Source: an optimization exercise on an open RTL-to-GDS flow (aim: small area). Production flows keep margins and buffers that such runs may drop.
Only simulation tests tie the RTL to the original design; equivalence was not proved.

==> design/flow/design.v <==
`timescale 1ns / 1ps
module matCalc(clk, reset,sel,c, MatrixIn,MatrixIn1,MatrixOut, determinant);
input clk, reset; 
input [2:0] sel; 
input [31:0] c; 
input [287:0] MatrixIn, MatrixIn1; 
output reg [31:0] determinant; 
output reg [287:0] MatrixOut; 
reg [31:0] X; 
reg [31:0] Y; 
reg [31:0] Z; 
always @(posedge reset, posedge clk) begin 
    if (reset) begin 
        determinant <= 16'b0;
        MatrixOut <= 288'b0; 
        X <= 32'b0;
        Y <= 32'b0;
        Z <= 32'b0;
    end 
    else begin 
        if (sel == 0) begin 
            MatrixOut[287:256] <= MatrixIn[287:256];  
            MatrixOut[255:224] <=  MatrixIn[191:160];  
            MatrixOut[223:192] <= MatrixIn[95:64];  
            MatrixOut[191:160] <= MatrixIn[255:224];  
            MatrixOut[159:128] <= MatrixIn[159:128];  
            MatrixOut[127:96] <= MatrixIn[63:32];  
            MatrixOut[95:64] <= MatrixIn[223:192];  
            MatrixOut[63:32] <= MatrixIn[127:96];   
            MatrixOut[31:0] <= MatrixIn[31:0];    
        end 
        else if (sel == 1) begin 
            MatrixOut[287:256] <= MatrixIn[287:256]+MatrixIn1[287:256]; 
            MatrixOut[255:224] <=  MatrixIn[255:224]+MatrixIn1[255:224]; 
            MatrixOut[223:192] <= MatrixIn[223:192]+MatrixIn1[223:192]; 
            MatrixOut[191:160] <= MatrixIn[191:160]+MatrixIn1[191:160]; 
            MatrixOut[159:128] <= MatrixIn[159:128]+MatrixIn1[159:128]; 
            MatrixOut[127:96] <= MatrixIn[127:96]+MatrixIn1[127:96]; 
            MatrixOut[95:64] <= MatrixIn[95:64]+MatrixIn1[95:64]; 
            MatrixOut[63:32] <= MatrixIn[63:32]+MatrixIn1[63:32];  
            MatrixOut[31:0] <= MatrixIn[31:0]+MatrixIn1[31:0];   
        end 
        else if (sel == 2) begin 
            MatrixOut[287:256] <= MatrixIn[287:256]-MatrixIn1[287:256]; 
            MatrixOut[255:224] <=  MatrixIn[255:224]-MatrixIn1[255:224]; 
            MatrixOut[223:192] <= MatrixIn[223:192]-MatrixIn1[223:192]; 
            MatrixOut[191:160] <= MatrixIn[191:160]-MatrixIn1[191:160]; 
            MatrixOut[159:128] <= MatrixIn[159:128]-MatrixIn1[159:128]; 
            MatrixOut[127:96] <= MatrixIn[127:96]-MatrixIn1[127:96]; 
            MatrixOut[95:64] <= MatrixIn[95:64]-MatrixIn1[95:64]; 
            MatrixOut[63:32] <= MatrixIn[63:32]-MatrixIn1[63:32];  
            MatrixOut[31:0] <= MatrixIn[31:0]-MatrixIn1[31:0]; 
        end 
        else if (sel == 3) begin 
            MatrixOut[287:256] <= c*MatrixIn[287:256]; 
            MatrixOut[255:224] <= c*MatrixIn[255:224]; 
            MatrixOut[223:192] <= c*MatrixIn[223:192]; 
            MatrixOut[191:160] <= c*MatrixIn[191:160]; 
            MatrixOut[159:128] <= c*MatrixIn[159:128]; 
            MatrixOut[127:96] <= c*MatrixIn[127:96]; 
            MatrixOut[95:64] <= c*MatrixIn[95:64]; 
            MatrixOut[63:32] <= c*MatrixIn[63:32];  
            MatrixOut[31:0] <= c*MatrixIn[31:0]; 
        end 
        else begin 
            X <= MatrixIn[287:256]*((MatrixIn[159:128]*MatrixIn[31:0])- (MatrixIn[63:32]*MatrixIn[127:96]));
            Y <= MatrixIn[255:224]*((MatrixIn[191:160]*MatrixIn[31:0])-(MatrixIn[95:64]*MatrixIn[127:96]));
            Z <= MatrixIn[223:192]*((MatrixIn[191:160]*MatrixIn[63:32])-(MatrixIn[95:64]*MatrixIn[159:128]));
            determinant <= X-Y+Z;
        end 
    end
 end 
endmodule
`timescale 1ns / 1ps
module DeterminantTopModule(clk, reset, SW, LED,sel,
                             c, 
                             E00, E01, E02, 
                             E10, E11, E12, 
                             E20, E21, E22, 
                             F00, F01, F02, 
                             F10, F11, F12, 
                             F20, F21, F22, 
                             G00, G01, G02, 
                             G10, G11, G12, 
                             G20, G21, G22, 
                             determinant);
input clk, reset; 
input [2:0] sel;
input [2:0] SW; 
input [31:0] c;
input [31:0] E00, E01, E02, 
             E10, E11, E12, 
             E20, E21, E22;
input [31:0]  F00, F01, F02, 
              F10, F11, F12, 
              F20, F21, F22; 
output [31:0] G00, G01, G02, 
              G10, G11, G12, 
              G20, G21, G22; 
output  wire  [15:0] LED;
output wire [31:0] determinant;
matCalc one (.clk (clk), .reset(reset), .c(c),.sel(sel),
             .MatrixIn({E00, E01, E02, E10, E11, E12, E20, E21,E22}), 
             .MatrixIn1({F00, F01, F02, F10, F11, F12, F20, F21,F22}),
             .MatrixOut({G00, G01, G02, G10, G11, G12, G20, G21,G22}),
             .determinant(determinant));
assign LED = E02[15:0];
endmodule
==> design/flow/run.sh <==
#!/bin/bash
# synth_recipe.tcl (not shown) runs the flow's synth.tcl, then flattens the netlist and writes it again
# the make line also repeats each setting of config.mk as NAME=value (left out here)
make -C /OpenROAD-flow-scripts/flow DESIGN_CONFIG=/design/flow/config.mk WORK_HOME=/design/flow/orfs CLKGATE_MAP_FILE= SYNTH_SCRIPT=/design/flow/synth_recipe.tcl finish
==> design/flow/config.mk <==
export PLATFORM = sky130hd
export DESIGN_NAME = DeterminantTopModule
export DESIGN_NICKNAME = DeterminantTopModule
export VERILOG_FILES = /design/flow/design.v
export SDC_FILE = /design/flow/constraint.sdc
export NUM_CORES = 8
export LEC_CHECK = 0
export CAP_MARGIN = 20
export CORE_MARGIN = 2
export CORE_UTILIZATION = 40
export SLEW_MARGIN = 20
==> design/flow/constraint.sdc <==
create_clock -name core_clock -period 23.0 [get_ports {clk}]
set_input_delay 4.6000 -clock core_clock [delete_from_list [all_inputs] [get_ports {clk}]]
set_output_delay 4.6000 -clock core_clock [all_outputs]
set_load 0.01 [all_outputs]
==> metrics.csv, run 1 <==
metric;value;unit
EDFF count, synth;0;
period utilization;94.6;%
num rows;333;
largest net degree at the start of global routing;151;
initial drt markers;25200;
Hold WS;475;ps
layout cells sized above 1;3.89;%
Data arrival, critical path;22570;ps
Synth Instances;38700;
number of buffers created by CTS;72;
Final Hold Viols;0;
die height;911;um
Seq cells post-synth;416;
total gr overflow;0;
FMAX;46.0;MHz
final setup violating endpoints;0;
I/O Pins;952;
cts repair resizes;0;
CP max-delay cell;xnor2_1;
min cycle time layout;21760;ps
Routability Congestion;0.985;
setup TNS;0;ps
status;timing/DRC/antenna clean;
Final Skew;95.3;ps
Hold Crit Class;flop to flop;
WS Path Type;primary input to flop;
Data required, critical path;23810;ps
Layout Nets;49400;
RSZ-0062 raised after global routing;false;
Mapped Nets;49800;
root buffer cell;clkbuf_16;
die width;911;um
Worst-path clk slew;80;ps
area of the die;830000;sq um
Pre-antenna DRT Iters;14;
initial antenna violation count;307;
MaxCap Viol Count;0;
Area Growth Syn to Fin;7.50;%
Critical Path End Type;flop;
TritonCTS clock tree;yes;
Avg Synthesized Cell Area;8.50;sq um
placed insts;49100;
Vias/cell;5.44;
CP max stage delay;900;ps
Final HPWL DP;1110;mm
DRC viols;0;
r2r setup slk;15800;ps
CP startpoint kind;primary input;
fin area;354000;sq um
Starting Density;40.1;%
Placed Area;350000;sq um
# fillers;81300;
WL/cell;28.0;um
drt total wl;1390;mm
Layout Cells excl Fill;49600;
Distinct cells, synth;88;
Clock Latency Late Sink;960;ps
Mapped Area;329000;sq um
clock sink count;416;
Final Max Tran Viols;0;
input/output buffers;948;
worst-case clock buffer depth;4;
CP max FO;32;
most frequent cells in the layout;9,389 x inv_1, 7,576 x fa_1, 6,637 x nand2_1, 3,309 x and2_1, 2,900 x ha_1;
Core Area;821000;sq um
ys flop type;dfrtp_1;
Total GRT Usage;33.4;%
share of the yosys chip area belonging to registers;3.16;%
CTS H-Tree Depth;3;
Post-synth ARST share;100;%
relative slew slack;9.17;%
vias in the first global route;284000;
via count;270000;
ANT nets after route;0;
hold buffers post-CTS;0;
commonest non-fill, non-tap cell in the layout;inv_1;
Worst Tran Pin Value;1350;ps
first-pass GRT wire length;2010;mm
Post-CTS Setup Repair Bufs;0;
Ys Warns;1;
==> worst max-delay path, delay by kind of cell <==
family | cells | cell delay (ps)
XOR/XNOR | 14 | 3440
adder cells (fa/ha/maj) | 19 | 8180
AO/OA/AOI/OAI | 19 | 3240
AND/OR/NAND/NOR | 13 | 1810
buffers and inverters | 8 | 1120
==> routing by layer <==
metal  GRT usage (%)  share of wire (%)  vias up  routed length [um]
met3            10.4                 11     3683              158000
met4            26.8                 10      138              139000
met1            40.1                 36   139000              497000
li1                -                  -   112000                   -
met2            49.7                 43    15100              593000
met5               0              0.069        -                 955
==> Yosys cell counts (60+ instances only) <==
cell	number	share of area (%)
and2_1	3309	6.3
nand2_1	6649	7.6
fa_1	7576	46
a21oi_1	1002	1.5
o22ai_1	238	0.45
dfrtp_1	416	3.2
xnor2_1	1301	3.5
nand2b_1	180	0.34
o21a_1	104	0.24
mux2_2	60	0.21
nor3_1	125	0.19
nor2_1	607	0.69
o21bai_1	357	0.81
inv_1	9391	11
a22oi_1	108	0.25
a211oi_1	81	0.18
a21o_1	188	0.43
ha_1	2900	11
o21ai_0	664	1.0
buf_1	122	0.14
nor2b_1	128	0.24
xor2_1	303	0.81
clkbuf_1	2175	2.5
==> cell families after synthesis <==
| kind of cell | Yosys count | share of synthesized area, % |
|---|---|---|
| buffers and inverters | 11700 | 13.4 |
| AND/OR/NAND/NOR | 11200 | 15.7 |
| adder cells (fa/ha/maj) | 10500 | 57.1 |
| AO/OA/AOI/OAI | 3194 | 6.05 |
| XOR/XNOR | 1605 | 4.27 |
| flip-flops | 416 | 3.16 |
| multiplexers | 80 | 0.268 |
==> cell type report <==
cell class	instances	area, sq um	share of cell area (%)
flip-flops and latches	416	10400	2.94
repair buffers	1885	16200	4.59
clock buffers	90	1950	0.551
multi-input cells	26600	275000	77.7
clock inverters	33	447	0.126
diodes	306	766	0.216
well taps	10900	13600	3.85
inverters	9393	35300	9.97
==> worst paths after layout <==
kind	to	cells past startpoint	start
worst max-delay path	one.X[31]$_DFFE_PP0P_	73	E12[0]
worst min-delay path	one.MatrixOut[13]$_DFFE_PP0N_	2	one.MatrixOut[13]$_DFFE_PP0N_
worst max register to register	one.determinant[31]$_DFFE_PP0P_	34	one.Z[1]$_DFFE_PP0P_
worst min register to register	one.MatrixOut[13]$_DFFE_PP0N_	2	one.MatrixOut[13]$_DFFE_PP0N_
max in group asynchronous	one.MatrixOut[49]$_DFFE_PP0N_	6	reset
min in group asynchronous	one.determinant[4]$_DFFE_PP0P_	2	reset
==> registers in the layout, indices dropped and copies added, names as in the netlist <==
signal	count
one.Y	32
one.determinant	32
one.Z	32
one.X	32
one.MatrixOut	288
==> through the flow <==
step / utilization (%) / setup WS (ps)
floorplan: - / 2280
global placement: 42.7 / 410
detailed placement: 42.7 / 594
CTS: 43.0 / 1560
global route: 43.0 / 304
finish: 43.1 / 1240
==> run 2, diff against run 1 <==
==> design/flow/design.v (replaced) <==
`timescale 1ns / 1ps
module matCalc(clk, reset,sel,c, MatrixIn,MatrixIn1,MatrixOut, determinant);
input clk, reset;
input [2:0] sel;
input [31:0] c;
input [287:0] MatrixIn, MatrixIn1;
output reg [31:0] determinant;
output reg [287:0] MatrixOut;
reg [31:0] D;
wire [31:0] E00 = MatrixIn[287:256], E01 = MatrixIn[255:224], E02 = MatrixIn[223:192];
wire [31:0] E10 = MatrixIn[191:160], E11 = MatrixIn[159:128], E12 = MatrixIn[127:96];
wire [31:0] E20 = MatrixIn[95:64],   E21 = MatrixIn[63:32],   E22 = MatrixIn[31:0];
wire det = sel[2];
wire [31:0] p11 = E11 * (det ? E22 : c);
wire [31:0] p21 = E21 * (det ? E12 : c);
wire [31:0] p12 = E12 * (det ? E20 : c);
wire [31:0] p22 = E22 * (det ? E10 : c);
wire [31:0] p10 = E10 * (det ? E21 : c);
wire [31:0] p20 = E20 * (det ? E11 : c);
wire [31:0] m0 = p11 - p21;    
wire [31:0] m1 = p12 - p22;    
wire [31:0] m2 = p10 - p20;    
wire [31:0] p00 = E00 * (det ? m0 : c);
wire [31:0] p01 = E01 * (det ? m1 : c);
wire [31:0] p02 = E02 * (det ? m2 : c);
wire [31:0] dnew = p00 + p01 + p02;
wire [287:0] prod = {p00, p01, p02, p10, p11, p12, p20, p21, p22};
wire [287:0] trans = {E00, E10, E20, E01, E11, E21, E02, E12, E22};
reg [287:0] gnext;
integer i;
always @* begin
    for (i = 0; i < 9; i = i + 1) begin
        case (sel[1:0])
            2'd0: gnext[32*i +: 32] = trans[32*i +: 32];
            2'd1: gnext[32*i +: 32] = MatrixIn[32*i +: 32] + MatrixIn1[32*i +: 32];
            2'd2: gnext[32*i +: 32] = MatrixIn[32*i +: 32] - MatrixIn1[32*i +: 32];
            default: gnext[32*i +: 32] = prod[32*i +: 32];
        endcase
    end
end
always @(posedge reset, posedge clk) begin
    if (reset) begin
        determinant <= 32'b0;
        MatrixOut <= 288'b0;
        D <= 32'b0;
    end
    else if (det) begin
        determinant <= D;
        D <= dnew;
    end
    else begin
        MatrixOut <= gnext;
    end
end
endmodule
`timescale 1ns / 1ps
module DeterminantTopModule(clk, reset, SW, LED,sel,
                             c, 
                             E00, E01, E02, 
                             E10, E11, E12, 
                             E20, E21, E22, 
                             F00, F01, F02, 
                             F10, F11, F12, 
                             F20, F21, F22, 
                             G00, G01, G02, 
                             G10, G11, G12, 
                             G20, G21, G22, 
                             determinant);
input clk, reset; 
input [2:0] sel;
input [2:0] SW; 
input [31:0] c;
input [31:0] E00, E01, E02, 
             E10, E11, E12, 
             E20, E21, E22;
input [31:0]  F00, F01, F02, 
              F10, F11, F12, 
              F20, F21, F22; 
output [31:0] G00, G01, G02, 
              G10, G11, G12, 
              G20, G21, G22; 
output  wire  [15:0] LED;
output wire [31:0] determinant;
matCalc one (.clk (clk), .reset(reset), .c(c),.sel(sel),
             .MatrixIn({E00, E01, E02, E10, E11, E12, E20, E21,E22}), 
             .MatrixIn1({F00, F01, F02, F10, F11, F12, F20, F21,F22}),
             .MatrixOut({G00, G01, G02, G10, G11, G12, G20, G21,G22}),
             .determinant(determinant));
assign LED = E02[15:0];
endmodule
==> run 2 against run 1 <==
Net effect:
- cell area decreased by 38%
- setup slack got worse by 890 ps
- critical path type unchanged
- cell count decreased by 39%
- highest routed layer unchanged
==> metrics.csv, run 2 <==
metric;value;unit;change
most flop-heavy register;one.MatrixOut;;
ANT nets after route;0;;unchanged
top cells by count, synth;4,549 x inv_1, 3,716 x fa_1, 3,598 x nand2_1;;
Post-synth ARST share;100;%;unchanged
Worst Hold Path EP;one.MatrixOut[73]$_DFFE_PP0N_;;
WL/cell;30.0;um;+7.1%
cell count of the worst hold path;1;;-1
vias in the first global route;166000;;-41%
Final Skew;72.6;ps;-22.7 ps
min cycle time layout;22650;ps;+887 ps
Placed Area;215000;sq um;-39%
Data required, critical path;23690;ps;-120 ps
Seq cells post-synth;352;;-15%
r2r setup slk;22030;ps;+6230 ps
root buffer cell;clkbuf_16;;
initial antenna violation count;195;;-36%
WS Path Type;primary input to flop;;
Total GRT Usage;38.9;%;+5.5 points
DRC viols;0;;unchanged
CP max stage delay;590;ps;-310 ps
fin area;218000;sq um;-38%
EDFF count, synth;0;;unchanged
cell taking the most area after synthesis;fa_1;;
Hold Crit Class;flop to flop;;
total gr overflow;0;;unchanged
CP max-delay cell;fa_1;;
Synth area leaders;fa_1 41%, ha_1 10%, inv_1 9.3%;;
area of the die;464000;sq um;-44%
FMAX;44.2;MHz;-3.9%
Vias/cell;5.48;;+0.60%
RSZ-0062 raised after global routing;true;;
Layout Cells excl Fill;30000;;-39%
DR top layer;met5;;
die height;681;um;-25%
met3 WL post-DR;84.8;mm;-47%
max FFs per register;288;;unchanged
commonest non-fill, non-tap cell in the layout;inv_1;;
layout cells sized above 1;11.1;%;+7.2 points
top cell type's share of synthesized area;40.6;%;-5.5 points
via count;164000;;-39%
Pre-antenna DRT Iters;6;;-8
num rows;248;;-26%
Worst-path clk slew;70;ps;about the same
Critical R2R Launch;one.D[28]$_DFFE_PP0P_;;
final setup violating endpoints;0;;unchanged
# fillers;44600;;-45%
most frequent cells in the layout;4,539 x inv_1, 3,710 x fa_1, 3,597 x nand2_1, 1,944 x buf_4, 1,519 x and2_1;;
Distinct cells, synth;86;;-2.3%
input/output buffers;948;;unchanged
Data arrival, critical path;23330;ps;+760 ps
number of buffers created by CTS;52;;-28%
relative slew slack;3.09;%;-6.1 points
share of the yosys chip area belonging to registers;4.80;%;+1.6 points
count leader, synth;inv_1;;
largest net degree at the start of global routing;101;;-33%
Mapped Nets;27500;;-45%
reg2reg end;one.determinant[28]$_DFFE_PP0P_;;
ys flop type;dfrtp_1;;
most frequent CP cell;fa_1;;
worst-case clock buffer depth;3;;-1
Starting Density;40.2;%;+0.090 points
Worst Tran Pin Value;1440;ps;+91.3 ps
hold buffers post-CTS;0;;unchanged
placed insts;29800;;-39%
Area Growth Syn to Fin;18.9;%;
Ys Warns;1;;unchanged
Synth Instances;21700;;-44%
Core Area;456000;sq um;-44%
min-delay src;one.MatrixOut[73]$_DFFE_PP0N_;;
CTS H-Tree Depth;2;;-1
Register-to-Register Path Depth;1;;-97%
Final Max Tran Viols;0;;unchanged
Regs by FF count;one.MatrixOut x288, one.D x32, one.determinant x32;;
MaxCap Viol Count;0;;unchanged
M1 wire length;326;mm;-34%
Routability Congestion;1.09;;+11%
initial drt markers;16300;;-35%
Clock Latency Late Sink;870;ps;-90 ps
period utilization;98.5;%;+3.9 points
TritonCTS clock tree;yes;;
Final HPWL DP;761;mm;-31%
Final Hold Viols;0;;unchanged
clock sink count;352;;-15%
drt total wl;901;mm;-35%
met2 WL;381;mm;-36%
CP startpoint kind;primary input;;
Layout Nets;29600;;-40%
I/O Pins;952;;unchanged
Critical Path End Type;flop;;
CP max FO;19;;-41%
die width;681;um;-25%
Avg Synthesized Cell Area;8.45;sq um;-0.66%
first-pass GRT wire length;1270;mm;-37%
status;timing/DRC/antenna clean;;
Mapped Area;183000;sq um;-44%
## run 2: cell types whose count changed after synthesis, moves of 370 or more
cell	change
inv_1	-4842
fa_1	-3860
a21oi_1	-370
clkbuf_1	-1122
and2_1	-1784
nand2_1	-3051
ha_1	-1389
## run 2: routing by layer
| layer | vias to the layer above | global-route usage (%) |
|---|---|---|
| met5 | - | 0 |
| li1 | 69900 | - |
| met1 | 83500 | 46.2 |
| met2 | 8604 | 57.0 |
| met4 | 66 | 37.8 |
| met3 | 2341 | 9.85 |
## run 2: final cells by class
type | count | area, sq um | share of cell area, %
multi-input combinational | 15700 | 154000 | 70.8
timing repair buffer | 3099 | 27900 | 12.8
clock inverter | 27 | 329 | 0.151
antenna | 133 | 333 | 0.153
sequential | 352 | 8810 | 4.04
clock buffer | 71 | 1440 | 0.662
tap | 6125 | 7660 | 3.51
inverter | 4552 | 17100 | 7.85
## run 2: cells by family (layout without fill, tap and decap cells)
kind of cell	Yosys count	count (layout)	share of synthesized area (%)
other	0	133	0
multiplexers	79	79	0.474
AO/OA/AOI/OAI	2484	2484	9.14
XOR/XNOR	1341	1341	6.54
buffers and inverters	5693	7749	11.7
AND/OR/NAND/NOR	6522	6522	16.4
flip-flops	352	352	4.80
adder cells (fa/ha/maj)	5235	5235	50.9
## run 2: timing repair
item	4_1_cts	5_1_grt
resized for setup	29	175
endpoints found under the setup margin	2	4
buffers inserted	3	22
hold endpoints to repair	0	0
pin swaps	17	127
gates cloned	0	0
## run 2: how the worst max path moves through the flow
| stage | endpoint | slack (ps) | from | cells past startpoint |
|---|---|---|---|---|
| final | one.D[31]$_DFFE_PP0P_ | 350 | sel[2] | 81 |
| after detailed placement | one.D[31]$_DFFE_PP0P_ | -1700 | c[3] | 74 |
| after global routing | one.D[31]$_DFFE_PP0P_ | -240 | sel[2] | 82 |
| after global placement | one.D[31]$_DFFE_PP0P_ | -1570 | c[3] | 76 |
| after floorplan | one.D[31]$_DFFE_PP0P_ | 30 | sel[2] | 84 |
| after CTS | one.D[31]$_DFFE_PP0P_ | 5 | c[2] | 78 |
## run 2: critical path, delay by kind of cell
kind	cells	cell delay, ps
muxes	1	260
and+or+nand+nor	7	1530
buffers and inverters	14	1480
xor gates and xnor gates	24	4560
adders and majority gates	18	7540
AOI/OAI and AO/OA	17	3280
## run 2: per-stage QoR
stage	worst slack [ps]	TNS, ps	util, %	hold WS, ps
after detailed placement	-1700	-5070	47.0	467
after CTS	5.39	0	47.5	481
final	354	0	47.8	479
after global placement	-1570	-4670	47.0	462
after floorplan	29.9	0	-	446
after global routing	-238	-466	47.7	494

-- static timing again, ports no longer ideal --
In the flow no input, the clock included, has a driving cell. The finished layouts below were timed again as built, in two steps.
Step 1 sets driving cells, clkbuf_16 on the clock port and buf_2 on the other inputs (assumed; they add their load-dependent delay and slew).
Step 2 moves the port delays by t, midway between the first and last clock arrival at a register: inputs arrive t later, outputs are due t later. That takes back most of the time a late clock gives input paths.
Slacks: ideal ports / drivers / drivers and shift; pairs: ideal ports / drivers.
run | t, ns | slack for setup (ns) | latest minus earliest clock arrival (ns)
run 1 | 1.026 | 1.241 / 1.183 / 0.157 | 0.136 / 0.135
run 2 | 0.943 | 0.354 / 0.327 / -0.616 | 0.105 / 0.105
Met with ideal ports but missed after step 2: setup timing in run 2. The setup slack of run 1, which loses most, moves by -0.058 ns with the drivers and by -1.084 ns with both steps.
